This is an optimization exercise on Yosys and OpenROAD, whose aim is small area, not a production implementation. Only simulation tests tie the RTL to the original design; equivalence was not proved. Power is estimated from default activity; no workload was simulated.

## flow/run.sh

```bash
#!/bin/bash
# synth_recipe.tcl (not shown) runs the flow's synth.tcl, then flattens the netlist and writes it again
# the make line also repeats each setting of config.mk as NAME=value (left out here)
make -C /OpenROAD-flow-scripts/flow DESIGN_CONFIG=/design/flow/config.mk WORK_HOME=/design/flow/orfs CLKGATE_MAP_FILE= SYNTH_SCRIPT=/design/flow/synth_recipe.tcl finish
```

## flow/config.mk

```make
export PLATFORM = sky130hd
export DESIGN_NAME = eth_rmii
export DESIGN_NICKNAME = eth_rmii
export VERILOG_FILES = /design/flow/design.v
export SDC_FILE = /design/flow/constraint.sdc
export NUM_CORES = 4
export LEC_CHECK = 0
export CAP_MARGIN = 20
export CORE_MARGIN = 2
export CORE_UTILIZATION = 40
export CTS_BUF_LIST = sky130_fd_sc_hd__clkbuf_16
export CTS_CLUSTER_DIAMETER = 100
export CTS_CLUSTER_SIZE = 24
export SLEW_MARGIN = 20
```

## flow/constraint.sdc

```tcl
create_clock -name core_clock -period 10.0 [get_ports {rmii_clk}]
set_input_delay 2.0000 -clock core_clock [delete_from_list [all_inputs] [get_ports {rmii_clk}]]
set_output_delay 2.0000 -clock core_clock [all_outputs]
set_load 0.01 [all_outputs]
```

## flow/design.v

```verilog
module CRC32_D8(
	input	wire							sys_clk,
	input	wire	[7:0]					data,
	input	wire							crc_start,
	input	wire							crc_en,
	output	reg		[31:0]					crc_q,
	output	wire	[31:0]					crc_nx
);
	wire	[7:0]							d = { data[0], data[1], data[2], data[3], data[4], data[5], data[6], data[7] };
	wire	[31:0]							c = crc_start ? 32'hffff_ffff : crc_q;
assign crc_nx[0] = d[6] ^ d[0] ^ c[24] ^ c[30];
assign crc_nx[1] = d[7] ^ d[6] ^ d[1] ^ d[0] ^ c[24] ^ c[25] ^ c[30] ^ c[31];
assign crc_nx[2] = d[7] ^ d[6] ^ d[2] ^ d[1] ^ d[0] ^ c[24] ^ c[25] ^ c[26] ^ c[30] ^ c[31];
assign crc_nx[3] = d[7] ^ d[3] ^ d[2] ^ d[1] ^ c[25] ^ c[26] ^ c[27] ^ c[31];
assign crc_nx[4] = d[6] ^ d[4] ^ d[3] ^ d[2] ^ d[0] ^ c[24] ^ c[26] ^ c[27] ^ c[28] ^ c[30];
assign crc_nx[5] = d[7] ^ d[6] ^ d[5] ^ d[4] ^ d[3] ^ d[1] ^ d[0] ^ c[24] ^ c[25] ^ c[27] ^ c[28] ^ c[29] ^ c[30] ^ c[31];
assign crc_nx[6] = d[7] ^ d[6] ^ d[5] ^ d[4] ^ d[2] ^ d[1] ^ c[25] ^ c[26] ^ c[28] ^ c[29] ^ c[30] ^ c[31];
assign crc_nx[7] = d[7] ^ d[5] ^ d[3] ^ d[2] ^ d[0] ^ c[24] ^ c[26] ^ c[27] ^ c[29] ^ c[31];
assign crc_nx[8] = d[4] ^ d[3] ^ d[1] ^ d[0] ^ c[0] ^ c[24] ^ c[25] ^ c[27] ^ c[28];
assign crc_nx[9] = d[5] ^ d[4] ^ d[2] ^ d[1] ^ c[1] ^ c[25] ^ c[26] ^ c[28] ^ c[29];
assign crc_nx[10] = d[5] ^ d[3] ^ d[2] ^ d[0] ^ c[2] ^ c[24] ^ c[26] ^ c[27] ^ c[29];
assign crc_nx[11] = d[4] ^ d[3] ^ d[1] ^ d[0] ^ c[3] ^ c[24] ^ c[25] ^ c[27] ^ c[28];
assign crc_nx[12] = d[6] ^ d[5] ^ d[4] ^ d[2] ^ d[1] ^ d[0] ^ c[4] ^ c[24] ^ c[25] ^ c[26] ^ c[28] ^ c[29] ^ c[30];
assign crc_nx[13] = d[7] ^ d[6] ^ d[5] ^ d[3] ^ d[2] ^ d[1] ^ c[5] ^ c[25] ^ c[26] ^ c[27] ^ c[29] ^ c[30] ^ c[31];
assign crc_nx[14] = d[7] ^ d[6] ^ d[4] ^ d[3] ^ d[2] ^ c[6] ^ c[26] ^ c[27] ^ c[28] ^ c[30] ^ c[31];
assign crc_nx[15] = d[7] ^ d[5] ^ d[4] ^ d[3] ^ c[7] ^ c[27] ^ c[28] ^ c[29] ^ c[31];
assign crc_nx[16] = d[5] ^ d[4] ^ d[0] ^ c[8] ^ c[24] ^ c[28] ^ c[29];
assign crc_nx[17] = d[6] ^ d[5] ^ d[1] ^ c[9] ^ c[25] ^ c[29] ^ c[30];
assign crc_nx[18] = d[7] ^ d[6] ^ d[2] ^ c[10] ^ c[26] ^ c[30] ^ c[31];
assign crc_nx[19] = d[7] ^ d[3] ^ c[11] ^ c[27] ^ c[31];
assign crc_nx[20] = d[4] ^ c[12] ^ c[28];
assign crc_nx[21] = d[5] ^ c[13] ^ c[29];
assign crc_nx[22] = d[0] ^ c[14] ^ c[24];
assign crc_nx[23] = d[6] ^ d[1] ^ d[0] ^ c[15] ^ c[24] ^ c[25] ^ c[30];
assign crc_nx[24] = d[7] ^ d[2] ^ d[1] ^ c[16] ^ c[25] ^ c[26] ^ c[31];
assign crc_nx[25] = d[3] ^ d[2] ^ c[17] ^ c[26] ^ c[27];
assign crc_nx[26] = d[6] ^ d[4] ^ d[3] ^ d[0] ^ c[18] ^ c[24] ^ c[27] ^ c[28] ^ c[30];
assign crc_nx[27] = d[7] ^ d[5] ^ d[4] ^ d[1] ^ c[19] ^ c[25] ^ c[28] ^ c[29] ^ c[31];
assign crc_nx[28] = d[6] ^ d[5] ^ d[2] ^ c[20] ^ c[26] ^ c[29] ^ c[30];
assign crc_nx[29] = d[7] ^ d[6] ^ d[3] ^ c[21] ^ c[27] ^ c[30] ^ c[31];
assign crc_nx[30] = d[7] ^ d[4] ^ c[22] ^ c[28] ^ c[31];
assign crc_nx[31] = d[5] ^ c[23] ^ c[29];
always @ ( posedge sys_clk ) begin
	if ( crc_en ) begin
		crc_q <= crc_nx;
	end
end
endmodule
module CRC32_D2(
	input	wire							sys_clk,
	input	wire	[1:0]					dibit,
	input	wire							base_ff,
	input	wire							shift,
	input	wire							crc_en,
	output	reg		[31:0]					crc_q,
	output	wire	[31:0]					crc_nx
);
	function [31:0] step1;
		input [31:0] c;
		input b;
	begin
		step1 = { c[30:0], 1'b0 } ^ ( ( c[31] ^ b ) && !shift ? 32'h04C1_1DB7 : 32'h0 );
	end
	endfunction
	wire	[31:0]							c = base_ff ? 32'hffff_ffff : crc_q;
assign		crc_nx	=	step1( step1( c, dibit[0] ), dibit[1] );
always @ ( posedge sys_clk ) begin
	if ( crc_en ) begin
		crc_q <= crc_nx;
	end
end
endmodule
module	rmii2gmii (
	input	wire						sys_rst_n,
	input	wire						rmii_clk,
	input	wire						rmii_rxdv,
	input	wire	[1:0]				rmii_rxdata,
	output	reg							rmii_txen,
	output	wire	[1:0]				rmii_txdata,
	output	wire						rmii_rst,
	output	reg							gmii_rxdv,
	output	reg		[7:0]				gmii_rxdata,
	input	wire						gmii_txen,
	input	wire	[7:0]				gmii_txdata,
	output	wire						gmii_txbusy,
	output	wire	[1:0]				tx_phase
);
	reg									rmii_true_rxdv;
	reg		[1:0]						rmii_true_rxdata;
	reg		[1:0]						rx_data_cnt;
	reg		[1:0]						tx_data_cnt;
	reg		[7:0]						tx_data_r;
	wire								force0	= rmii_rxdv && !rmii_true_rxdv;
	wire								tx_go	= gmii_txen && !gmii_txbusy;
assign		rmii_rst		= 1'b1;
assign		gmii_txbusy		= |tx_data_cnt;
assign		tx_phase		= tx_data_cnt;
always @ ( posedge rmii_clk or negedge sys_rst_n ) begin
	if ( !sys_rst_n ) begin
		rmii_true_rxdv <= 1'b0;
	end else if ( !rmii_rxdv ) begin
		rmii_true_rxdv <= 1'b0;
	end else if ( rmii_rxdata != 2'b0 ) begin
		rmii_true_rxdv <= 1'b1;
	end
end
always @ ( posedge rmii_clk ) begin
	rmii_true_rxdata <= rmii_rxdata;
end
always @ ( posedge rmii_clk or negedge sys_rst_n ) begin
	if ( !sys_rst_n ) begin
		rx_data_cnt <= 2'd0;
	end else if ( rmii_true_rxdv ) begin
		rx_data_cnt <= rx_data_cnt + 2'd1;
	end
end
always @ ( posedge rmii_clk or negedge sys_rst_n ) begin
	if ( !sys_rst_n ) begin
		gmii_rxdv <= 1'b0;
	end else begin
		gmii_rxdv <= force0 || ( rx_data_cnt == 2'd3 );
	end
end
always @ ( posedge rmii_clk ) begin
	if ( force0 ) begin
		gmii_rxdata <= 8'h0;
	end else begin
		case ( rx_data_cnt )
			2'd0: gmii_rxdata[1:0] <= rmii_true_rxdata;
			2'd1: gmii_rxdata[3:2] <= rmii_true_rxdata;
			2'd2: gmii_rxdata[5:4] <= rmii_true_rxdata;
			2'd3: gmii_rxdata[7:6] <= rmii_true_rxdata;
		endcase
	end
end
always @ ( posedge rmii_clk or negedge sys_rst_n ) begin
	if ( !sys_rst_n ) begin
		tx_data_cnt <= 2'd0;
	end else if ( tx_go ) begin
		tx_data_cnt <= 2'd1;
	end else if ( gmii_txbusy ) begin
		tx_data_cnt <= tx_data_cnt + 2'd1;
	end
end
always @ ( posedge rmii_clk or negedge sys_rst_n ) begin
	if ( !sys_rst_n ) begin
		rmii_txen <= 1'b0;
	end else if ( !gmii_txbusy ) begin
		rmii_txen <= gmii_txen;
	end
end
always @ ( posedge rmii_clk or negedge sys_rst_n ) begin
	if ( !sys_rst_n ) begin
		tx_data_r <= 8'h0;
	end else if ( tx_go ) begin
		tx_data_r <= gmii_txdata;
	end
end
assign	rmii_txdata	=	( tx_data_cnt == 2'd1 ) ? tx_data_r[1:0] :
						( tx_data_cnt == 2'd2 ) ? tx_data_r[3:2] :
						( tx_data_cnt == 2'd3 ) ? tx_data_r[5:4] : tx_data_r[7:6];
endmodule
module eth_arp_gmii (
	input	wire							sys_clk,
	input	wire							sys_rst_n,
	input	wire							gmii_rxdv,
	input	wire	[7:0]					gmii_rxdata,
	input	wire							gmii_txbusy,
	input	wire	[1:0]					tx_phase,
	output	reg		[7:0]					gmii_txdata,
	output	reg								arp_working
);
	parameter		BOARD_MAC_ADDR			= 48'h00_11_22_33_44_55;
	parameter		BOARD_IP_ADDR			= 32'hA9_FE_01_17;
	localparam		IDLE		= 4'd0,
					SFD			= 4'd1,
					MAC_DES		= 4'd2,
					MAC_SRC		= 4'd3,
					TYPE		= 4'd4,
					ARP_TYPE	= 4'd5,
					ARP_OPCODE	= 4'd6,
					ARP_SRC_MAC	= 4'd7,
					ARP_SRC_IP	= 4'd8,
					ARP_DES_MAC	= 4'd9,
					ARP_DES_IP	= 4'd10,
					ARP_FILL	= 4'd11,
					CRC			= 4'd12;
	localparam	[47:0]	ARP_HEAD	= 48'h0001_0800_0604;
	reg		[3:0]							rx_state;
	reg		[3:0]							rx_next;
	reg		[4:0]							rx_cnt;
	reg										m1;						 
	reg										arp_req;				 
	reg										crc_last;				 
	reg										arp_req_true;
	reg										arp_resp;
	reg		[47:0]							mac_src;
	reg		[31:0]							ip_src;
	wire									rxdv = gmii_rxdv;
	wire	[7:0]							rxd = gmii_rxdata;
	wire									rx_cnt_first = ( rx_cnt == 5'd0 );
	reg		[7:0]							mac_byte;
	reg		[7:0]							head_byte;
	reg		[7:0]							ip_byte;
always @ ( * ) begin
	case ( rx_cnt[2:0] )
		3'd0: begin mac_byte = BOARD_MAC_ADDR[47:40]; head_byte = ARP_HEAD[47:40]; end
		3'd1: begin mac_byte = BOARD_MAC_ADDR[39:32]; head_byte = ARP_HEAD[39:32]; end
		3'd2: begin mac_byte = BOARD_MAC_ADDR[31:24]; head_byte = ARP_HEAD[31:24]; end
		3'd3: begin mac_byte = BOARD_MAC_ADDR[23:16]; head_byte = ARP_HEAD[23:16]; end
		3'd4: begin mac_byte = BOARD_MAC_ADDR[15:8];  head_byte = ARP_HEAD[15:8];  end
		default: begin mac_byte = BOARD_MAC_ADDR[7:0]; head_byte = ARP_HEAD[7:0];  end
	endcase
	case ( rx_cnt[1:0] )
		2'd0: ip_byte = BOARD_IP_ADDR[31:24];
		2'd1: ip_byte = BOARD_IP_ADDR[23:16];
		2'd2: ip_byte = BOARD_IP_ADDR[15:8];
		default: ip_byte = BOARD_IP_ADDR[7:0];
	endcase
end
always @ ( * ) begin
	rx_next = rx_state;
	case ( rx_state )
		IDLE:			if ( rx_cnt == 5'd6 && rxdv && rxd == 8'h55 ) rx_next = SFD;
		SFD:			if ( rxdv ) rx_next = ( rxd == 8'hD5 ) ? MAC_DES : IDLE;
		MAC_DES:		if ( rx_cnt == 5'd6 ) rx_next = ( m1 || arp_req ) ? MAC_SRC : IDLE;
		MAC_SRC:		if ( rx_cnt == 5'd5 && rxdv ) rx_next = TYPE;
		TYPE:			if ( rx_cnt[0] && rxdv ) rx_next = ( m1 && rxd == 8'h06 ) ? ARP_TYPE : IDLE;
		ARP_TYPE:		if ( rx_cnt == 5'd6 ) rx_next = m1 ? ARP_OPCODE : IDLE;
		ARP_OPCODE:		if ( rx_cnt[0] && rxdv ) rx_next = ( m1 && rxd == 8'h01 ) ? ARP_SRC_MAC : IDLE;
		ARP_SRC_MAC:	if ( rx_cnt == 5'd5 && rxdv ) rx_next = ARP_SRC_IP;
		ARP_SRC_IP:		if ( rx_cnt == 5'd3 && rxdv ) rx_next = ARP_DES_MAC;
		ARP_DES_MAC:	if ( rx_cnt == 5'd5 && rxdv ) rx_next = ARP_DES_IP;
		ARP_DES_IP:		if ( rx_cnt == 5'd3 && rxdv ) rx_next = ARP_FILL;
		ARP_FILL:		if ( rx_cnt == 5'd17 && rxdv ) rx_next = CRC;
		CRC:			if ( rx_cnt == 5'd3 && rxdv ) rx_next = IDLE;
		default:		rx_next = IDLE;
	endcase
end
always @ ( posedge sys_clk or negedge sys_rst_n ) begin
	if ( !sys_rst_n ) begin
		rx_state <= IDLE;
	end else begin
		rx_state <= rx_next;
	end
end
always @ ( posedge sys_clk or negedge sys_rst_n ) begin
	if ( !sys_rst_n ) begin
		rx_cnt <= 5'd0;
	end else if ( rx_next != rx_state ) begin
		rx_cnt <= 5'd0;
	end else if ( rx_state == IDLE && rxdv && rxd != 8'h55 ) begin
		rx_cnt <= 5'd0;
	end else if ( rxdv ) begin
		rx_cnt <= rx_cnt + 5'd1;
	end
end
always @ ( posedge sys_clk ) begin
	if ( rxdv ) begin
		case ( rx_state )
			MAC_DES: begin
				m1 <= ( rx_cnt_first || m1 ) && rxd == 8'hFF;
				arp_req <= ( rx_cnt_first || arp_req ) && rxd == mac_byte;
			end
			TYPE:		m1 <= rxd == 8'h08;
			ARP_TYPE:	m1 <= ( rx_cnt_first || m1 ) && rxd == head_byte;
			ARP_OPCODE:	m1 <= rxd == 8'h00;
			ARP_DES_IP:	arp_req <= ( rx_cnt_first || arp_req ) && rxd == ip_byte;
			default: ;
		endcase
	end
end
always @ ( posedge sys_clk ) begin
	if ( rx_state == MAC_SRC && rxdv ) begin
		mac_src <= { mac_src[39:0], rxd };
	end
	if ( rx_state == ARP_SRC_IP && rxdv ) begin
		ip_src <= { ip_src[23:0], rxd };
	end
end
	wire	[31:0]							rx_crc_q;
	wire	[31:0]							rx_crc_nx;
CRC32_D8									u1_rx_CRC32_D8 (
	.sys_clk								( sys_clk		),
	.data									( rxd			),
	.crc_start								( rx_state == MAC_DES && rx_cnt_first && rxdv ),
	.crc_en									( rx_state != IDLE && rx_state != SFD && rxdv ),
	.crc_q									( rx_crc_q		),
	.crc_nx									( rx_crc_nx		)
);
always @ ( posedge sys_clk or negedge sys_rst_n ) begin
	if ( !sys_rst_n ) begin
		crc_last <= 1'b0;
		arp_req_true <= 1'b0;
		arp_resp <= 1'b0;
	end else begin
		crc_last <= rx_state == CRC && rx_cnt == 5'd3 && rxdv && arp_req;
		arp_req_true <= crc_last && rx_crc_q == 32'hC704_DD7B;
		arp_resp <= arp_req_true;
	end
end
	reg		[3:0]							tx_state;
	reg		[3:0]							tx_next;
	reg		[4:0]							tx_cnt;
	reg		[47:0]							tx_des_mac;
	reg		[31:0]							tx_des_ip;
	wire									tx_go = arp_working && !gmii_txbusy;
always @ ( * ) begin
	tx_next = tx_state;
	case ( tx_state )
		IDLE:			if ( arp_resp ) tx_next = SFD;
		SFD:			if ( tx_cnt == 5'd7 && tx_go ) tx_next = MAC_DES;
		MAC_DES:		if ( tx_cnt == 5'd5 && tx_go ) tx_next = MAC_SRC;
		MAC_SRC:		if ( tx_cnt == 5'd5 && tx_go ) tx_next = TYPE;
		TYPE:			if ( tx_cnt[0] && tx_go ) tx_next = ARP_TYPE;
		ARP_TYPE:		if ( tx_cnt == 5'd5 && tx_go ) tx_next = ARP_OPCODE;
		ARP_OPCODE:		if ( tx_cnt[0] && tx_go ) tx_next = ARP_SRC_MAC;
		ARP_SRC_MAC:	if ( tx_cnt == 5'd5 && tx_go ) tx_next = ARP_SRC_IP;
		ARP_SRC_IP:		if ( tx_cnt == 5'd3 && tx_go ) tx_next = ARP_DES_MAC;
		ARP_DES_MAC:	if ( tx_cnt == 5'd5 && tx_go ) tx_next = ARP_DES_IP;
		ARP_DES_IP:		if ( tx_cnt == 5'd3 && tx_go ) tx_next = ARP_FILL;
		ARP_FILL:		if ( tx_cnt == 5'd17 && tx_go ) tx_next = CRC;
		CRC:			if ( tx_cnt == 5'd3 && tx_go ) tx_next = IDLE;
		default:		tx_next = IDLE;
	endcase
end
always @ ( posedge sys_clk or negedge sys_rst_n ) begin
	if ( !sys_rst_n ) begin
		tx_state <= IDLE;
		arp_working <= 1'b0;
	end else begin
		tx_state <= tx_next;
		arp_working <= tx_state != IDLE;
	end
end
always @ ( posedge sys_clk ) begin
	if ( tx_next != tx_state ) begin
		tx_cnt <= 5'd0;
	end else if ( tx_go ) begin
		tx_cnt <= tx_cnt + 5'd1;
	end
end
always @ ( posedge sys_clk ) begin
	if ( arp_resp ) begin
		tx_des_mac <= mac_src;
		tx_des_ip <= ip_src;
	end
end
	wire	[31:0]							tx_crc_q;
	wire	[31:0]							tx_crc_nx;
	wire									tx_crc_pend = tx_state != IDLE && tx_state != SFD;
CRC32_D2									u2_tx_CRC32_D2 (
	.sys_clk								( sys_clk		),
	.dibit									( tx_phase == 2'd1 ? gmii_txdata[1:0] : tx_phase == 2'd2 ? gmii_txdata[3:2] :
											  tx_phase == 2'd3 ? gmii_txdata[5:4] : gmii_txdata[7:6] ),
	.base_ff								( tx_state == MAC_DES && tx_cnt == 5'd0 && tx_phase == 2'd1 ),
	.shift									( tx_state == CRC	),
	.crc_en									( tx_crc_pend && ( tx_phase != 2'd0 || tx_go ) ),
	.crc_q									( tx_crc_q		),
	.crc_nx									( tx_crc_nx		)
);
	reg		[7:0]							tx_byte;
always @ ( * ) begin
	tx_byte = 8'h00;
	case ( tx_state )
		SFD:			tx_byte = tx_cnt[0] ? tx_des_mac[47:40] : 8'hD5;
		MAC_DES: begin
			case ( tx_cnt[2:0] )
				3'd0: tx_byte = tx_des_mac[39:32];
				3'd1: tx_byte = tx_des_mac[31:24];
				3'd2: tx_byte = tx_des_mac[23:16];
				3'd3: tx_byte = tx_des_mac[15:8];
				3'd4: tx_byte = tx_des_mac[7:0];
				default: tx_byte = BOARD_MAC_ADDR[47:40];
			endcase
		end
		MAC_SRC, ARP_SRC_MAC: begin
			case ( tx_cnt[2:0] )
				3'd0: tx_byte = BOARD_MAC_ADDR[39:32];
				3'd1: tx_byte = BOARD_MAC_ADDR[31:24];
				3'd2: tx_byte = BOARD_MAC_ADDR[23:16];
				3'd3: tx_byte = BOARD_MAC_ADDR[15:8];
				3'd4: tx_byte = BOARD_MAC_ADDR[7:0];
				default: tx_byte = ( tx_state == MAC_SRC ) ? 8'h08 : BOARD_IP_ADDR[31:24];
			endcase
		end
		TYPE:			tx_byte = tx_cnt[0] ? 8'h00 : 8'h06;
		ARP_TYPE: begin
			case ( tx_cnt[2:0] )
				3'd0: tx_byte = 8'h01;
				3'd1: tx_byte = 8'h08;
				3'd2: tx_byte = 8'h00;
				3'd3: tx_byte = 8'h06;
				3'd4: tx_byte = 8'h04;
				default: tx_byte = 8'h00;
			endcase
		end
		ARP_OPCODE:		tx_byte = tx_cnt[0] ? BOARD_MAC_ADDR[47:40] : 8'h02;
		ARP_SRC_IP: begin
			case ( tx_cnt[1:0] )
				2'd0: tx_byte = BOARD_IP_ADDR[23:16];
				2'd1: tx_byte = BOARD_IP_ADDR[15:8];
				2'd2: tx_byte = BOARD_IP_ADDR[7:0];
				default: tx_byte = tx_des_mac[47:40];
			endcase
		end
		ARP_DES_MAC: begin
			case ( tx_cnt[2:0] )
				3'd0: tx_byte = tx_des_mac[39:32];
				3'd1: tx_byte = tx_des_mac[31:24];
				3'd2: tx_byte = tx_des_mac[23:16];
				3'd3: tx_byte = tx_des_mac[15:8];
				3'd4: tx_byte = tx_des_mac[7:0];
				default: tx_byte = tx_des_ip[31:24];
			endcase
		end
		ARP_DES_IP: begin
			case ( tx_cnt[1:0] )
				2'd0: tx_byte = tx_des_ip[23:16];
				2'd1: tx_byte = tx_des_ip[15:8];
				2'd2: tx_byte = tx_des_ip[7:0];
				default: tx_byte = 8'h00;
			endcase
		end
		ARP_FILL, CRC:	tx_byte = ( tx_state == CRC && tx_cnt[1:0] == 2'd3 ) ? 8'h00 :
									  ~{ tx_crc_nx[24], tx_crc_nx[25], tx_crc_nx[26], tx_crc_nx[27], tx_crc_nx[28], tx_crc_nx[29], tx_crc_nx[30], tx_crc_nx[31] };
		default: ;
	endcase
end
	wire									tx_load = tx_go && ( tx_state == SFD ? tx_cnt[2:1] == 2'b11 :
														 tx_state == ARP_FILL ? tx_cnt == 5'd17 : 1'b1 );
always @ ( posedge sys_clk ) begin
	if ( tx_state == IDLE ) begin
		gmii_txdata <= arp_resp ? 8'h55 : 8'h00;
	end else if ( tx_load ) begin
		gmii_txdata <= tx_byte;
	end
end
endmodule
module udp_gmii_rx (
	input	wire							sys_clk,
	input	wire							sys_rst_n,
	input	wire							gmii_rxdv,
	input	wire	[7:0]					gmii_rxdata,
	output	reg								udp_rxstart,
	output	reg								udp_rxend,
	output	reg								udp_rxdv,
	output	reg		[7:0]					udp_rxdata,
	output	reg		[15:0]					udp_rxamount,
	output	reg		[15:0]					udp_rxnum,
	output	reg		[47:0]					pc_mac_addr,
	output	reg		[31:0]					pc_ip_addr,
	output	reg		[15:0]					pc_port,
	output	reg								pc_valid			 
);
	parameter		BOARD_MAC_ADDR			= 48'h00_11_22_33_44_55;
	parameter		BOARD_IP_ADDR			= 32'hA9_FE_01_17;
	localparam		IDLE		= 5'd0,
					SFD			= 5'd1,
					MAC_ADDR	= 5'd2,
					TYPE		= 5'd3,
					IP_TYPE		= 5'd4,
					IP_LEN		= 5'd5,
					IP_ID		= 5'd6,
					IP_SPLIT	= 5'd7,
					IP_TTL		= 5'd8,
					IP_PROTOCOL	= 5'd9,
					IP_CHECK	= 5'd10,
					IP_ADDR		= 5'd11,
					IP_FILL		= 5'd12,
					UDP_PORT	= 5'd13,
					UDP_LEN		= 5'd14,
					UDP_CHECK	= 5'd15,
					DATA		= 5'd16,
					CRC			= 5'd17;
	reg		[4:0]							state;
	reg		[4:0]							next;
	reg		[3:0]							cnt;				 
	reg		[5:0]							cnt_network;
	reg		[15:0]							cnt_data;
	reg										m;					 
	reg		[47:0]							src_mac;
	reg		[31:0]							src_ip;
	reg		[15:0]							port_len;			 
	reg		[3:0]							ihl;
	reg		[15:0]							ip_len;
	reg										mf;
	reg										udp_continue;
	wire									rxdv = gmii_rxdv;
	wire	[7:0]							rxd = gmii_rxdata;
	wire	[5:0]							ip_header_len = { ihl, 2'b00 };
	wire	[15:0]							data_len = ip_len - ip_header_len;
	wire	[15:0]							data_last = data_len - 16'd1;
	wire									num_ok = ( udp_rxamount >= 16'hFFF8 ) || ( udp_rxnum < udp_rxamount );
	reg		[7:0]							mac_byte;
	reg		[7:0]							ip_byte;
always @ ( * ) begin
	case ( cnt[2:0] )
		3'd0: mac_byte = BOARD_MAC_ADDR[47:40];
		3'd1: mac_byte = BOARD_MAC_ADDR[39:32];
		3'd2: mac_byte = BOARD_MAC_ADDR[31:24];
		3'd3: mac_byte = BOARD_MAC_ADDR[23:16];
		3'd4: mac_byte = BOARD_MAC_ADDR[15:8];
		default: mac_byte = BOARD_MAC_ADDR[7:0];
	endcase
	case ( cnt[1:0] )
		2'd0: ip_byte = BOARD_IP_ADDR[31:24];
		2'd1: ip_byte = BOARD_IP_ADDR[23:16];
		2'd2: ip_byte = BOARD_IP_ADDR[15:8];
		default: ip_byte = BOARD_IP_ADDR[7:0];
	endcase
end
always @ ( * ) begin
	next = state;
	case ( state )
		IDLE:			if ( cnt == 4'd6 && rxdv && rxd == 8'h55 ) next = SFD;
		SFD:			if ( rxdv ) next = ( rxd == 8'hD5 ) ? MAC_ADDR : IDLE;
		MAC_ADDR:		if ( cnt == 4'd11 && rxdv ) next = m ? TYPE : IDLE;
		TYPE:			if ( cnt[0] && rxdv ) next = ( m && rxd == 8'h00 ) ? IP_TYPE : IDLE;
		IP_TYPE:		if ( cnt[0] && rxdv ) next = m ? IP_LEN : IDLE;
		IP_LEN:			if ( cnt[0] && rxdv ) next = IP_ID;
		IP_ID:			if ( cnt[0] && rxdv ) next = IP_SPLIT;
		IP_SPLIT:		if ( cnt[0] && rxdv ) next = IP_TTL;
		IP_TTL:			if ( rxdv ) next = IP_PROTOCOL;
		IP_PROTOCOL:	if ( rxdv ) next = ( rxd == 8'd17 ) ? IP_CHECK : IDLE;
		IP_CHECK:		if ( cnt[0] && rxdv ) next = IP_ADDR;
		IP_ADDR:		if ( cnt == 4'd7 && rxdv ) next = !udp_continue ? UDP_PORT : ( cnt_network < ip_header_len - 1 ) ? IP_FILL : DATA;
		IP_FILL:		next = ( cnt_network >= ip_header_len - 1 && rxdv ) ? ( udp_continue ? DATA : UDP_PORT ) : IP_ADDR;
		UDP_PORT:		if ( !m ) next = IDLE; else if ( cnt[1:0] == 2'd3 && rxdv ) next = UDP_LEN;
		UDP_LEN:		if ( cnt[0] && rxdv ) next = UDP_CHECK;
		UDP_CHECK:		if ( cnt[0] && rxdv ) next = DATA;
		DATA:			if ( cnt_data >= data_last && rxdv && cnt_network >= 6'd45 ) next = CRC;
		CRC:			if ( cnt[1:0] == 2'd3 && rxdv ) next = IDLE;
		default:		next = IDLE;
	endcase
end
always @ ( posedge sys_clk or negedge sys_rst_n ) begin
	if ( !sys_rst_n ) begin
		state <= IDLE;
	end else begin
		state <= next;
	end
end
always @ ( posedge sys_clk or negedge sys_rst_n ) begin
	if ( !sys_rst_n ) begin
		cnt <= 4'd0;
	end else if ( next != state ) begin
		cnt <= 4'd0;
	end else if ( state == IDLE && rxdv && rxd != 8'h55 ) begin
		cnt <= 4'd0;
	end else if ( rxdv ) begin
		cnt <= cnt + 4'd1;
	end
end
always @ ( posedge sys_clk ) begin
	if ( state == IDLE || state == SFD || state == MAC_ADDR || state == TYPE || state == CRC ) begin
		cnt_network <= 6'd0;
	end else if ( cnt_network == 6'd63 ) begin
		cnt_network <= 6'd63;
	end else if ( rxdv ) begin
		cnt_network <= cnt_network + 6'd1;
	end
end
always @ ( posedge sys_clk ) begin
	if ( state == DATA || state == UDP_PORT || state == UDP_LEN || state == UDP_CHECK ) begin
		if ( rxdv ) begin
			cnt_data <= cnt_data + 16'd1;
		end
	end else begin
		cnt_data <= 16'd0;
	end
end
always @ ( posedge sys_clk ) begin
	if ( rxdv ) begin
		case ( state )
			MAC_ADDR:	if ( cnt < 4'd6 ) m <= ( cnt == 4'd0 || m ) && rxd == mac_byte;
			TYPE:		m <= rxd == 8'h08;
			IP_TYPE:	m <= rxd[7:4] == 4'h4;
			IP_ADDR:	if ( cnt[2] ) m <= ( cnt[1:0] == 2'd0 || m ) && rxd == ip_byte;
			default: ;
		endcase
	end
end
always @ ( posedge sys_clk ) begin
	if ( rxdv ) begin
		if ( state == MAC_ADDR && cnt >= 4'd6 ) begin
			src_mac <= { src_mac[39:0], rxd };
		end
		if ( state == IP_ADDR && !cnt[2] ) begin
			src_ip <= { src_ip[23:0], rxd };
		end
		if ( ( state == UDP_PORT && !cnt[1] ) || state == UDP_LEN ) begin
			port_len <= { port_len[7:0], rxd };
		end
		if ( state == IP_TYPE && !cnt[0] ) begin
			ihl <= rxd[3:0];
		end
		if ( state == IP_LEN ) begin
			ip_len <= { ip_len[7:0], rxd };
		end
		if ( state == IP_SPLIT && !cnt[0] ) begin
			mf <= rxd[5];
		end
	end
end
	wire									pc_refresh = state == UDP_LEN && !cnt[0] && rxdv;
always @ ( posedge sys_clk or negedge sys_rst_n ) begin
	if ( !sys_rst_n ) begin
		pc_valid <= 1'b0;
	end else if ( pc_refresh ) begin
		pc_valid <= 1'b1;
	end
end
always @ ( posedge sys_clk ) begin
	if ( pc_refresh ) begin
		pc_mac_addr <= src_mac;
		pc_ip_addr <= src_ip;
		pc_port <= port_len;
	end
end
always @ ( posedge sys_clk or negedge sys_rst_n ) begin
	if ( !sys_rst_n ) begin
		udp_rxdata <= 8'h0;
		udp_rxstart <= 1'b0;
		udp_rxend <= 1'b0;
		udp_rxdv <= 1'b0;
		udp_rxamount <= 16'd0;
		udp_rxnum <= 16'd0;
		udp_continue <= 1'b0;
	end else begin
		if ( state == DATA ) begin
			udp_rxdata <= rxd;
		end
		udp_rxstart <= !udp_continue && state == DATA && cnt_data == 16'd8 && rxdv;
		udp_rxend <= !mf && state == DATA && cnt_data == data_last && rxdv;
		udp_rxdv <= state == DATA && rxdv && num_ok;
		if ( state == UDP_CHECK ) begin
			udp_rxamount <= port_len - 16'd8;
		end
		if ( udp_rxstart ) begin
			udp_rxnum <= 16'd1;
		end else if ( state == CRC && !num_ok ) begin
			udp_rxnum <= 16'd0;
		end else if ( state == DATA && rxdv && num_ok ) begin
			udp_rxnum <= udp_rxnum + 16'd1;
		end
		if ( state == CRC ) begin
			udp_continue <= mf;
		end
	end
end
endmodule
module udp_gmii_tx(
	input	wire							sys_clk,
	input	wire							sys_rst_n,
	input	wire							gmii_txbusy,
	input	wire	[1:0]					tx_phase,
	output	wire							gmii_txen,
	output	reg		[7:0]					gmii_txdata,
	input	wire							udp_txstart,
	input	wire	[15:0]					udp_txamount,
	input	wire	[7:0]					udp_txdata,
	output	wire							udp_txreq,
	output	reg								udp_txbusy,
	input	wire	[47:0]					pc_mac_r,
	input	wire	[31:0]					pc_ip_r,
	input	wire	[15:0]					pc_port_r,
	input	wire							pc_valid
);
	wire	[47:0]							pc_mac_addr = pc_mac_r;
	wire	[31:0]							pc_ip_addr = pc_ip_r;
	wire	[15:0]							pc_port = pc_port_r;
	parameter		BOARD_MAC_ADDR			= 48'h00_11_22_33_44_55;
	parameter		BOARD_IP_ADDR			= 32'hA9_FE_01_17;
	localparam		IDLE		= 5'd0,
					HEAD		= 5'd1,
					MAC_ADDR	= 5'd2,
					TYPE		= 5'd3,
					IP_TYPE		= 5'd4,
					IP_LEN		= 5'd5,
					IP_ID		= 5'd6,
					IP_SPLIT	= 5'd7,
					IP_TTL		= 5'd8,
					IP_PROTOCOL	= 5'd9,
					IP_CHECK	= 5'd10,
					IP_ADDR		= 5'd11,
					UDP_PORT	= 5'd12,
					UDP_LEN		= 5'd13,
					UDP_CHECK	= 5'd14,
					DATA		= 5'd15,
					CRC			= 5'd16,
					WAIT		= 5'd17;
	reg		[4:0]							state;
	reg		[4:0]							next;
	reg		[10:0]							cnt;				 
	reg		[15:0]							ip_id;
	reg		[15:0]							ip_checksum;
	reg		[15:0]							udp_rest;
	reg										udp_continue;
	reg										mf;
	reg		[12:0]							offset;
	wire									go = gmii_txen && !gmii_txbusy;
	wire									start = udp_txstart && !udp_txbusy;
	wire									rest_big = udp_rest > 16'd1480;
	wire	[15:0]							data_len = ( udp_rest >= 16'd26 && udp_rest <= 16'd1480 ) ? udp_rest :
													( udp_rest < 16'd26 ) ? 16'd26 : 16'd1480;
	wire	[15:0]							ip_data_len = rest_big ? 16'd1500 : udp_rest + 16'd20;
	wire									data_end = cnt >= data_len - 1;
	wire									udp_hdr = state == UDP_PORT || state == UDP_LEN || state == UDP_CHECK;
assign		gmii_txen		=	state != IDLE && state != WAIT;
assign		udp_txreq		=	( ( state == IP_ADDR && cnt[2:0] == 3'd7 && udp_continue ) || ( state == UDP_CHECK && cnt[0] ) ||
								  ( state == DATA && cnt < udp_rest - 1 && cnt < 'd1479 ) ) && go;
always @ ( * ) begin
	next = state;
	case ( state )
		IDLE:			if ( start || udp_continue ) next = HEAD;
		HEAD:			if ( cnt[2:0] == 3'd7 && go ) next = MAC_ADDR;
		MAC_ADDR:		if ( cnt[3:0] == 4'd11 && go ) next = TYPE;
		TYPE:			if ( cnt[0] && go ) next = IP_TYPE;
		IP_TYPE:		if ( cnt[0] && go ) next = IP_LEN;
		IP_LEN:			if ( cnt[0] && go ) next = IP_ID;
		IP_ID:			if ( cnt[0] && go ) next = IP_SPLIT;
		IP_SPLIT:		if ( cnt[0] && go ) next = IP_TTL;
		IP_TTL:			if ( go ) next = IP_PROTOCOL;
		IP_PROTOCOL:	if ( go ) next = IP_CHECK;
		IP_CHECK:		if ( cnt[0] && go ) next = IP_ADDR;
		IP_ADDR:		if ( cnt[2:0] == 3'd7 && go ) next = udp_continue ? DATA : UDP_PORT;
		UDP_PORT:		if ( cnt[1:0] == 2'd3 && go ) next = UDP_LEN;
		UDP_LEN:		if ( cnt[0] && go ) next = UDP_CHECK;
		UDP_CHECK:		if ( cnt[0] && go ) next = DATA;
		DATA:			if ( data_end && go ) next = CRC;
		CRC:			if ( cnt[1:0] == 2'd3 && go ) next = WAIT;
		WAIT:			if ( cnt[4:0] == 5'd31 ) next = IDLE;
		default:		next = IDLE;
	endcase
end
always @ ( posedge sys_clk or negedge sys_rst_n ) begin
	if ( !sys_rst_n ) begin
		state <= IDLE;
	end else begin
		state <= next;
	end
end
always @ ( posedge sys_clk ) begin
	if ( next != state && !( udp_hdr && ( next == UDP_LEN || next == UDP_CHECK || next == DATA ) ) ) begin
		cnt <= 11'd0;
	end else if ( go || state == WAIT ) begin
		cnt <= cnt + 11'd1;
	end
end
always @ ( posedge sys_clk or negedge sys_rst_n ) begin
	if ( !sys_rst_n ) begin
		udp_txbusy <= 1'b0;
		ip_id <= 16'd0;
		udp_continue <= 1'b0;
	end else begin
		if ( udp_txstart ) begin
			udp_txbusy <= 1'b1;
		end else if ( state == IDLE && !udp_continue ) begin
			udp_txbusy <= 1'b0;
		end
		if ( start ) begin
			ip_id <= ip_id + 16'd1;
		end
		if ( state == DATA ) begin
			udp_continue <= rest_big;
		end
	end
end
	wire									sum_first = state == HEAD;
	wire	[17:0]							sum = ( sum_first ? 16'h3027 : ip_checksum ) + ( sum_first ? ip_data_len : pc_valid ? pc_ip_addr[31:16] : 16'h0 ) +
												  ( sum_first ? ip_id : pc_valid ? pc_ip_addr[15:0] : 16'h0 );
	wire	[16:0]							sum1 = sum[17:16] + sum[15:0];
always @ ( posedge sys_clk ) begin
	if ( start ) begin
		udp_rest <= udp_txamount + 16'd8;
	end else if ( state == CRC && cnt[1:0] == 2'd0 && go && rest_big ) begin
		udp_rest <= udp_rest - 16'd1480;
	end
	if ( state == TYPE && cnt[0] && go ) begin
		mf <= rest_big;
		offset <= udp_continue ? offset + 13'd185 : 13'd0;
	end
	if ( ( state == IP_SPLIT && cnt[0] || sum_first ) && go ) begin
		ip_checksum <= sum1[15:0] + sum1[16];
	end
end
	wire	[31:0]							crc_q;
	wire	[31:0]							crc_nx;
	wire									crc_pend = state != IDLE && state != HEAD && state != WAIT;
CRC32_D2									u1_CRC32_D2 (
	.sys_clk								( sys_clk		),
	.dibit									( tx_phase == 2'd1 ? gmii_txdata[1:0] : tx_phase == 2'd2 ? gmii_txdata[3:2] :
											  tx_phase == 2'd3 ? gmii_txdata[5:4] : gmii_txdata[7:6] ),
	.base_ff								( state == MAC_ADDR && cnt[3:0] == 4'd0 && tx_phase == 2'd1 ),
	.shift									( state == CRC	),
	.crc_en									( crc_pend && ( tx_phase != 2'd0 || go ) ),
	.crc_q									( crc_q			),
	.crc_nx									( crc_nx		)
);
	reg		[7:0]							tx_byte;
always @ ( * ) begin
	tx_byte = 8'h00;
	case ( state )
		HEAD:			tx_byte = cnt[0] ? pc_mac_addr[47:40] : 8'hD5;
		MAC_ADDR: begin
			case ( cnt[3:0] )
				4'd0: tx_byte = pc_mac_addr[39:32];
				4'd1: tx_byte = pc_mac_addr[31:24];
				4'd2: tx_byte = pc_mac_addr[23:16];
				4'd3: tx_byte = pc_mac_addr[15:8];
				4'd4: tx_byte = pc_mac_addr[7:0];
				4'd5: tx_byte = BOARD_MAC_ADDR[47:40];
				4'd6: tx_byte = BOARD_MAC_ADDR[39:32];
				4'd7: tx_byte = BOARD_MAC_ADDR[31:24];
				4'd8: tx_byte = BOARD_MAC_ADDR[23:16];
				4'd9: tx_byte = BOARD_MAC_ADDR[15:8];
				4'd10: tx_byte = BOARD_MAC_ADDR[7:0];
				default: tx_byte = 8'h08;
			endcase
		end
		TYPE:			tx_byte = cnt[0] ? 8'h45 : 8'h00;
		IP_TYPE:		tx_byte = cnt[0] ? ip_data_len[15:8] : 8'h00;
		IP_LEN:			tx_byte = cnt[0] ? ip_id[15:8] : ip_data_len[7:0];
		IP_ID:			tx_byte = cnt[0] ? { 2'b00, mf, offset[12:8] } : ip_id[7:0];
		IP_SPLIT:		tx_byte = cnt[0] ? 8'h40 : offset[7:0];
		IP_TTL:			tx_byte = 8'd17;
		IP_PROTOCOL:	tx_byte = ~ip_checksum[15:8];
		IP_CHECK:		tx_byte = cnt[0] ? BOARD_IP_ADDR[31:24] : ~ip_checksum[7:0];
		IP_ADDR: begin
			case ( cnt[2:0] )
				3'd0: tx_byte = BOARD_IP_ADDR[23:16];
				3'd1: tx_byte = BOARD_IP_ADDR[15:8];
				3'd2: tx_byte = BOARD_IP_ADDR[7:0];
				3'd3: tx_byte = pc_ip_addr[31:24];
				3'd4: tx_byte = pc_ip_addr[23:16];
				3'd5: tx_byte = pc_ip_addr[15:8];
				3'd6: tx_byte = pc_ip_addr[7:0];
				default: tx_byte = udp_continue ? udp_txdata : pc_port[15:8];
			endcase
		end
		UDP_PORT: begin
			case ( cnt[1:0] )
				2'd0: tx_byte = pc_port[7:0];
				2'd1: tx_byte = pc_port[15:8];
				2'd2: tx_byte = pc_port[7:0];
				default: tx_byte = udp_rest[15:8];
			endcase
		end
		UDP_LEN:		tx_byte = cnt[0] ? 8'h00 : udp_rest[7:0];
		UDP_CHECK:		tx_byte = cnt[0] ? udp_txdata : 8'h00;
		DATA, CRC:		tx_byte = ( state == DATA && !data_end ) ? udp_txdata : ( state == CRC && cnt[1:0] == 2'd3 ) ? 8'h00 :
									  ~{ crc_nx[24], crc_nx[25], crc_nx[26], crc_nx[27], crc_nx[28], crc_nx[29], crc_nx[30], crc_nx[31] };
		default: ;
	endcase
end
	wire									pc_sel = ( state == HEAD && cnt[0] ) || ( state == MAC_ADDR && cnt[3:0] < 4'd5 ) ||
													 ( state == IP_ADDR && ( cnt[2:0] == 3'd7 ? !udp_continue : cnt[2:0] >= 3'd3 ) ) ||
													 ( state == UDP_PORT && cnt[1:0] != 2'd3 );
	wire	[7:0]							tx_byte_v = ( pc_sel && !pc_valid ) ? 8'h00 : tx_byte;
	wire									tx_load = go && ( state != HEAD || cnt[2:1] == 2'b11 );
always @ ( posedge sys_clk ) begin
	if ( state == IDLE ) begin
		gmii_txdata <= ( udp_txstart || udp_continue ) ? 8'h55 : 8'h00;
	end else if ( state == WAIT ) begin
		gmii_txdata <= 8'h00;
	end else if ( tx_load ) begin
		gmii_txdata <= tx_byte_v;
	end
end
endmodule
module eth_rmii(
	input	wire						sys_rst_n,
	input	wire						rmii_clk,
	input	wire						rmii_rxdv,
	input	wire	[1:0]				rmii_rxdata,
	output	wire						rmii_txen,
	output	wire	[1:0]				rmii_txdata,
	output	wire						rmii_rst,
	output	wire						udp_rxstart,
	output	wire						udp_rxend,
	output	wire						udp_rxdv,
	output	wire	[7:0]				udp_rxdata,
	output	wire	[15:0]				udp_rxamount,
	output	wire	[15:0]				udp_rxnum,
	input	wire						udp_txstart,
	input	wire	[15:0]				udp_txamount,
	input	wire	[7:0]				udp_txdata,
	output	wire						udp_txreq,
	output	wire						udp_txbusy
);
	wire								gmii_rxdv;
	wire	[7:0]						gmii_rxdata;
	wire								gmii_txen;
	wire	[7:0]						gmii_txdata;
	wire								gmii_txbusy;
	wire	[1:0]						tx_phase;
	wire	[7:0]						arp_gmii_txdata;
	wire								arp_working;
	wire								udp_gmii_txen;
	wire	[7:0]						udp_gmii_txdata;
	wire	[47:0]						pc_mac_addr;
	wire	[31:0]						pc_ip_addr;
	wire	[15:0]						pc_port;
	wire								pc_valid;
rmii2gmii								u1_rmii2gmii (
	.sys_rst_n							( sys_rst_n			),
	.rmii_clk							( rmii_clk			),
	.rmii_rxdv							( rmii_rxdv			),
	.rmii_rxdata						( rmii_rxdata		),
	.rmii_txen							( rmii_txen			),
	.rmii_txdata						( rmii_txdata		),
	.rmii_rst							( rmii_rst			),
	.gmii_rxdv							( gmii_rxdv			),
	.gmii_rxdata						( gmii_rxdata		),
	.gmii_txen							( gmii_txen			),
	.gmii_txdata						( gmii_txdata		),
	.gmii_txbusy						( gmii_txbusy		),
	.tx_phase							( tx_phase			)
);
eth_arp_gmii							u2_eth_arp_gmii (
	.sys_clk							( rmii_clk			),
	.sys_rst_n							( sys_rst_n			),
	.gmii_rxdv							( gmii_rxdv			),
	.gmii_rxdata						( gmii_rxdata		),
	.gmii_txbusy						( gmii_txbusy		),
	.tx_phase							( tx_phase			),
	.gmii_txdata						( arp_gmii_txdata	),
	.arp_working						( arp_working		)
);
udp_gmii_rx								u3_udp_gmii_rx (
	.sys_clk							( rmii_clk			),
	.sys_rst_n							( sys_rst_n			),
	.gmii_rxdv							( gmii_rxdv			),
	.gmii_rxdata						( gmii_rxdata		),
	.udp_rxstart						( udp_rxstart		),
	.udp_rxend							( udp_rxend			),
	.udp_rxdv							( udp_rxdv			),
	.udp_rxdata							( udp_rxdata		),
	.udp_rxamount						( udp_rxamount		),
	.udp_rxnum							( udp_rxnum			),
	.pc_mac_addr						( pc_mac_addr		),
	.pc_ip_addr							( pc_ip_addr		),
	.pc_port							( pc_port			),
	.pc_valid							( pc_valid			)
);
udp_gmii_tx								u4_udp_gmii_tx (
	.sys_clk							( rmii_clk			),
	.sys_rst_n							( sys_rst_n			),
	.gmii_txbusy						( gmii_txbusy		),
	.tx_phase							( tx_phase			),
	.gmii_txen							( udp_gmii_txen		),
	.gmii_txdata						( udp_gmii_txdata	),
	.udp_txstart						( udp_txstart		),
	.udp_txamount						( udp_txamount		),
	.udp_txdata							( udp_txdata		),
	.udp_txreq							( udp_txreq			),
	.udp_txbusy							( udp_txbusy		),
	.pc_mac_r							( pc_mac_addr		),
	.pc_ip_r							( pc_ip_addr		),
	.pc_port_r							( pc_port			),
	.pc_valid							( pc_valid			)
);
assign		gmii_txdata		=	arp_working ? arp_gmii_txdata :
								udp_txbusy ? udp_gmii_txdata : 8'h0;
assign		gmii_txen		=	arp_working || ( udp_txbusy && udp_gmii_txen );
endmodule
```

==> results of run 1 <==
## stage by stage
step                      hold WS [ns]  util (%)  power [mW]
after floorplan                  0.331         -        6.48
after global placement           0.333      42.4        7.47
after detailed placement         0.344      42.4        7.49
after CTS                        0.384      43.8        9.31
after global routing             0.416      43.9        9.79
final                            0.382      43.9        9.27
## cell usage in the layout, fill, tap and decap left out, types with 21 or more instances in the layout
cell type / count
clkdlybuf4s50_1: 76
or2_2: 31
xor2_1: 116
dfrtp_1: 108
nand2_1: 259
nor4_1: 30
and3_1: 43
a211oi_1: 28
o22ai_1: 21
clkbuf_16: 41
or3_1: 21
inv_1: 130
buf_4: 48
nand2b_1: 24
nand4_1: 54
edfxtp_1: 534
a21oi_1: 171
ha_1: 140
o21ai_0: 170
xnor2_1: 208
nor3_1: 76
nor2_1: 325
a31oi_1: 33
mux2i_1: 45
nand3_1: 113
o21a_1: 21
nor2b_1: 25
and2_1: 34
dfxtp_1: 48
a21o_1: 32
a22oi_1: 50
## path summary, 6_finish.rpt
check / startpoint / cells after the start / endpoint
hold reg to reg: u2_eth_arp_gmii.arp_req_true / 0 / u2_eth_arp_gmii.arp_resp
min in group asynchronous: sys_rst_n / 1 / u3_udp_gmii_rx.udp_rxdata[5]
hold / removal: u2_eth_arp_gmii.arp_req_true / 0 / u2_eth_arp_gmii.arp_resp
setup reg to reg: u4_udp_gmii_tx.udp_rest[2] / 33 / u4_udp_gmii_tx.ip_checksum[14]
max in group asynchronous: sys_rst_n / 2 / u4_udp_gmii_tx.ip_id[15]
setup / recovery: u4_udp_gmii_tx.udp_rest[2] / 33 / u4_udp_gmii_tx.ip_checksum[14]
## cell usage after synthesis (9+ instances only)
master,n
nor2b_1,26
and2_1,34
or3_1,21
buf_1,25
a221o_1,9
buf_2,17
nand3_1,113
a21oi_1,175
nand2b_1,24
a32oi_1,10
ha_1,140
xor2_1,116
and3_1,43
clkbuf_1,128
o21ai_0,170
fa_1,18
o21a_1,21
a222oi_1,20
nor3_1,80
dfxtp_1,48
o31ai_1,13
a211oi_1,28
and4_1,9
nor3b_1,15
nand4_1,54
a221oi_1,11
or2_2,31
xnor2_1,208
a21o_1,32
nor2_1,330
mux2i_1,45
a31oi_1,33
o22ai_1,21
nor4_1,30
edfxtp_1,534
dfrtp_1,109
mux2_2,16
inv_1,114
o211ai_1,13
a22oi_1,50
nand2_1,259
a211o_1,9
## kinds of logic (layout without fill, tap and decap cells)
kind of cell | Yosys count | count (layout)
flops | 691 | 691
xor+xnor | 328 | 328
buf+inv | 293 | 318
other cells | 1 | 2
compound gates | 707 | 707
simple gates | 1124 | 1124
fa+ha+maj | 158 | 158
mux | 62 | 62
## sequential cells by signal, summed over array words and instances, names as in the netlist, 32 cells and up
name / count
u3_udp_gmii_rx.pc_mac_addr: 48
u2_eth_arp_gmii.tx_des_ip: 32
u3_udp_gmii_rx.pc_ip_addr: 32
u2_eth_arp_gmii.tx_des_mac: 48
u2_eth_arp_gmii.u2_tx_CRC32_D2.crc_q: 32
u3_udp_gmii_rx.src_ip: 32
u3_udp_gmii_rx.src_mac: 48
u4_udp_gmii_tx.u1_CRC32_D2.crc_q: 32
u2_eth_arp_gmii.ip_src: 32
u2_eth_arp_gmii.u1_rx_CRC32_D8.crc_q: 32
u2_eth_arp_gmii.mac_src: 48
## layer usage
metal	track usage (%)	wire length, microns
met1	29.2	44100
met3	3.47	6870
met4	6.11	2770
met2	31.5	44200
met5	0	0
## final cells by class
class                           instances  area share [%]
Clock buffer                           41            2.56
Sequential cell                       691            49.2
Tap cell                             1186            3.70
Multi-Input combinational cell       2380            39.8
Antenna cell                            1         0.00624
Inverter                              119            1.11
Clock inverter                         31           0.624
Timing Repair Buffer                  127            2.96
## power by group
group	switching [mW]	leakage, nW	internal [mW]	total [mW]
Sequential	0.168	6.62	3.51	3.68
Combinational	2.38	6.86	1.39	3.77
Clock	1.01	0.678	0.805	1.81
==> summary.txt, run 1 <==
antenna viol nets, final = 0
Finish-stage setup viols = 0
Post-Place Setup Slack = 1.28 ns
peak supply drop = 0.213 mV
synth unique cells = 107
CTS root buffer = clkbuf_16
crit-path leading delay family = simple AND/OR/NAND/NOR gates
Final Cycle Share = 88.4%
Fill cells = 8661
CTS clk-pin slew, worst paths = 0.11 ns
Inst Count DP = 4501
slew at the pin closest to its max-slew limit = 1.06 ns
H-Tree Depth = 2
final hold violation count = 0
initial antenna violation count = 4
Longest Clk Path Bufs = 3
syn nets = 3552
# hold bufs at CTS = 0
status = complete, no violations
final weighted congestion in routability-driven placement = 0.959
CP arrival = 9.18 ns
routed vias = 26100
die area = 0.0943 sq mm
Synth area leader = edfxtp_1
I/O Pins = 79
Multi-input gate area = 0.0160 sq mm
Cell Count, Final, Fillers Out = 4576
pin count of the biggest net entering global routing = 84
Mapped Area = 0.0368 sq mm
initial core utilization = 40.2%
Detailed Route WL = 97900 microns
Yosys warnings = 6
Worst setup EP type = register
first-pass GRT wire length = 150000 microns
WP data required = 10.34 ns
vias in the first global route = 24900
post-synthesis adder-cell area fraction = 5.75%
main combinational cell family by area after synthesis = simple AND/OR/NAND/NOR gates
Synth Area per Inst = 10.9 sq um
Final WS setup = 1.16 ns
CTS tree = built
Syn Inst Count = 3364
worst min-delay path class = register to register
Synth Area in Compound Gates = 12.7%
top cell type's share of synthesized area = 43.6%
Slew Limit Fails = 0
critical path startpoint category = register
synthesized flop and latch total = 691
simple-gate share of the synthesized area = 15.1%
Initial DRT Pass Iterations = 8
Crit Path Max Fanout = 18
port bufs = 77
CP Class = register to register
register area share after synthesis = 53.7%
number of synthesized flops with an enable pin = 534
HPWL after DPL = 69100 microns
routed len/inst = 21.4 microns
post-cts resize count = 0
CP max stage delay = 0.57 ns
mux contribution to synthesized area = 1.78%
static leakage = 14.2 nW
Pwr Density = 231 mW/mm^2
fin area = 0.0401 sq mm
Async SR Flop Fraction = 15.8%
WP buf/inv = 1
Max Clock Freq = 0.113 GHz
cell row count = 111
Layout area overhead = 9.10%
share of cells above drive strength 1 = 6.26%
GR Overflow Total = 0
clk latency of the worst-skew pair = 0.61 ns
Worst slew margin = 29.3%
clock skew = 0.0261 ns
total setup buffers inserted after CTS = 0
CP max-delay cell = or4_1
1st-iter DRT viols = 2732
core area = 0.0914 sq mm
routed vias/inst = 5.70
XOR/XNOR Fraction of Synth Area = 7.93%
cts bufs inserted = 39
Reg2Reg Setup Slack = 1.16 ns
clock sinks = 691
RSZ-0062 raised after global routing = no
dominant cells by area after synthesis = edfxtp_1 44%, dfrtp_1 7.4%, xnor2_1 5.0%
minimum clock period after layout = 8.84 ns
FF/Latch Area = 0.0197 sq mm
setup TNS = 0 ns
Top FF cell, synth = edfxtp_1
Final #Nets = 3546
Die Y = 307 microns
DRC = 0
Die Span X = 307 microns
Max Cap Viol = 0
Cell Area, Placed = 0.0388 sq mm
Overall Global Routing Usage = 20.3%
==> run 2: changes to the inputs <==
==> flow/flow/run.sh (new file) <==
#!/bin/bash
cp standard.sh flow/standard.sh.copy 2>/dev/null
export BUFFER_PORTS_ARGS="-buffer_cell sky130_fd_sc_hd__buf_1"
bash standard.sh > standard.log 2>&1
==> flow/flow/standard.sh.copy (new file) <==
#!/bin/bash
# The standard flow's own layout of this design, on the ORFS make targets given (by default finish). After
# finish it leaves the final layout's DEF at /design/flow/out/final.def.
set -euo pipefail
make -C /OpenROAD-flow-scripts/flow DESIGN_CONFIG=/design/flow/config.mk WORK_HOME=/design/flow/orfs CLKGATE_MAP_FILE= SYNTH_SCRIPT=/design/flow/synth_recipe.tcl CAP_MARGIN=20 CORE_MARGIN=2 CORE_UTILIZATION=40 CTS_BUF_LIST=sky130_fd_sc_hd__clkbuf_16 CTS_CLUSTER_DIAMETER=100 CTS_CLUSTER_SIZE=24 SLEW_MARGIN=20 "${@:-finish}"
if [[ -f /design/flow/orfs/results/sky130hd/eth_rmii/base/6_final.odb ]]; then
  : # left out here: write the final layout as DEF
fi
==> flow/standard.sh (new file) <==
#!/bin/bash
# synth_recipe.tcl (not shown) runs the flow's synth.tcl, then flattens the netlist and writes it again
# the make line also repeats each setting of config.mk as NAME=value (left out here)
make -C /OpenROAD-flow-scripts/flow DESIGN_CONFIG=/design/flow/config.mk WORK_HOME=/design/flow/orfs CLKGATE_MAP_FILE= SYNTH_SCRIPT=/design/flow/synth_recipe.tcl "${@:-finish}"
removed: flow/run.sh
==> summary.txt, run 2 <==
commonest non-fill, non-tap cells in the layout = 534 x edfxtp_1, 325 x nor2_1, 259 x nand2_1
CP arrival = 9.21 ns
Yosys warnings = 6
port bufs = 77
GR Overflow Total = 0
peak supply drop = 0.199 mV
register area share after synthesis = 53.7%
most common cell in the netlist = edfxtp_1
Syn Inst Count = 3364
core area = 0.0914 sq mm
Initial DRT Pass Iterations = 6
cell row count = 111
I/O Pins = 79
Slew Limit Fails = 0
Reg2Reg Setup Slack = 1.14 ns
initial antenna violation count = 3
HPWL after DPL = 69200 microns
Final #Nets = 3549
Layout area overhead = 7.77%
Pwr Density = 234 mW/mm^2
Mapped Area = 0.0368 sq mm
CTS clk-pin slew, worst paths = 0.09 ns
worst hold margin = 0.356 ns
Worst slew margin = 24.8%
share of cells above drive strength 1 = 6.25%
# hold bufs at CTS = 0
CTS root buffer = clkbuf_16
Synth area leader = edfxtp_1
top cell type's share of synthesized area = 43.6%
Crit Path Max Fanout = 18
Die Y = 307 microns
final weighted congestion in routability-driven placement = 0.961
initial core utilization = 40.2%
routed vias = 26200
Max Cap Viol = 0
pin count of the biggest net entering global routing = 78
die area = 0.0943 sq mm
total setup buffers inserted after CTS = 0
synth unique cells = 107
routed len/inst = 21.3 microns
CP max stage delay = 0.56 ns
slew at the pin closest to its max-slew limit = 1.13 ns
CP max-delay cell = or4_1
post-cts resize count = 0
first-pass GRT wire length = 150000 microns
Max Clock Freq = 0.113 GHz
DRC = 0
Detailed Route WL = 97600 microns
static leakage = 14.0 nW
synthesized flop and latch total = 691
Top FF cell, synth = edfxtp_1
syn nets = 3552
Worst setup EP type = register
CTS tree = built
CP Class = register to register
clk latency of the worst-skew pair = 0.62 ns
Synth Area per Inst = 10.9 sq um
Longest Clk Path Bufs = 3
Overall Global Routing Usage = 20.3%
number of synthesized flops with an enable pin = 534
cts bufs inserted = 39
setup TNS = 0 ns
crit-path leading delay family = simple AND/OR/NAND/NOR gates
1st-iter DRT viols = 2632
Final Cycle Share = 88.6%
minimum clock period after layout = 8.86 ns
RSZ-0062 raised after global routing = no
status = complete, no violations
Async SR Flop Fraction = 15.8%
commonest non-fill, non-tap cell in the layout = edfxtp_1
clock sinks = 691
WP data required = 10.35 ns
worst min-delay path class = register to register
top cells by count, synth = 534 x edfxtp_1, 330 x nor2_1, 259 x nand2_1
antenna viol nets, final = 0
final hold violation count = 0
routed vias/inst = 5.72
Finish-stage setup viols = 0
vias in the first global route = 24600
critical path startpoint category = register
clock skew = 0.0311 ns
H-Tree Depth = 2
dominant cells by area after synthesis = edfxtp_1 44%, dfrtp_1 7.4%, xnor2_1 5.0%
Die Span X = 307 microns
WP buf/inv = 1
[run 2: cell count changes in the layout (fill, tap and decap cells not counted), sizes merged]
cell and delta:
clkinvlp -1, clkdlybuf4s50 -76, buf +78, clkbuf +1, inv +8, clkinv -6, bufinv -1
[run 2: power breakdown]
group	leakage (nW)	internal (mW)	switching (mW)
logic	6.69	1.38	2.38
clock network	0.693	0.787	1.01
registers	6.62	3.51	0.176
[run 2: final cells by class]
| cell class | count | area, sq um |
|---|---|---|
| antenna | 1 | 2.50 |
| clock buffer | 41 | 1030 |
| clock inverter | 31 | 240 |
| fill | 8663 | 51800 |
| inverter | 119 | 447 |
| multi-input combinational | 2380 | 16000 |
| sequential | 691 | 19700 |
| tap | 1186 | 1480 |
| timing repair buffer | 130 | 718 |
[run 2: metrics by stage]
stage | cell area, sq um | setup WS (ns) | std cells | util, % | power (mW)
2_1_floorplan | 36800 | 1.44 | 3364 | - | 6.48
3_3_place_gp | 38300 | 1.56 | 4504 | 41.9 | 7.47
3_5_place_dp | 38300 | 1.29 | 4504 | 41.9 | 7.47
4_1_cts | 39600 | 1.24 | 4576 | 43.3 | 9.29
5_1_grt | 39600 | 0.545 | 4578 | 43.3 | 9.78
6_report | 39600 | 1.14 | 4579 | 43.3 | 9.25
[run 2: path summary, 6_finish.rpt]
path | from | to | cells past startpoint
worst min-delay path | u2_eth_arp_gmii.arp_req_true | u2_eth_arp_gmii.arp_resp | 0
worst max-delay path | u4_udp_gmii_tx.udp_rest[2] | u4_udp_gmii_tx.ip_checksum[14] | 33
min in group asynchronous | sys_rst_n | u3_udp_gmii_rx.udp_rxdata[0] | 1
worst max register to register | u4_udp_gmii_tx.udp_rest[2] | u4_udp_gmii_tx.ip_checksum[14] | 33
worst min register to register | u2_eth_arp_gmii.arp_req_true | u2_eth_arp_gmii.arp_resp | 0
max in group asynchronous | sys_rst_n | u2_eth_arp_gmii.arp_resp | 2
[run 2: routing by layer]
layer / vias to the layer above / share of wire (%) / global-route usage (%)
met1: 12800 / 46 / 29.8
met5: - / 0 / 0
met2: 956 / 45 / 31.8
met4: 0 / 2.2 / 4.86
li1: 12300 / - / -
met3: 127 / 6.6 / 2.74
[run 2: cell families (layout without fill, tap and decap cells)]
| group | after synthesis | count (layout) | synth area share, % |
|---|---|---|---|
| other | 1 | 2 | 0.0102 |
| xor gates and xnor gates | 328 | 328 | 7.93 |
| and+or+nand+nor | 1124 | 1124 | 15.1 |
| adders and majority gates | 158 | 158 | 5.75 |
| muxes | 62 | 62 | 1.78 |
| AOI/OAI and AO/OA | 707 | 707 | 12.7 |
| DFF | 691 | 691 | 53.7 |
| buffers and inverters | 293 | 321 | 3.11 |

==> static timing again, ports no longer ideal <==
Ports are ideal in the flow. The routed layouts listed here were re-timed in OpenROAD.
Step 1 sets driving cells, clkbuf_16 on the clock port and buf_2 on the other inputs (assumed; they add their load-dependent delay and slew).
Step 2 moves the port delays by t, midway between the first and last clock arrival at a register: inputs arrive t later, outputs are due t later. That takes back most of the time a late clock gives input paths.
a / b / c = ideal ports / drivers / drivers and shift; a / b = the first two.
run | t (ns) | slack for setup (ns) | latest minus earliest clock arrival (ns) | slew at the worst register clock pin (ns) | worst slew at a driven data input, ns
run 1 | 0.661 | 1.162 / 1.162 / 1.162 | 0.033 / 0.033 | 0.11 / 0.11 | 0.04
run 2 | 0.664 | 1.138 / 1.138 / 1.138 | 0.042 / 0.042 | 0.10 / 0.10 | 0.05
After both steps setup and hold are still met in every run listed.
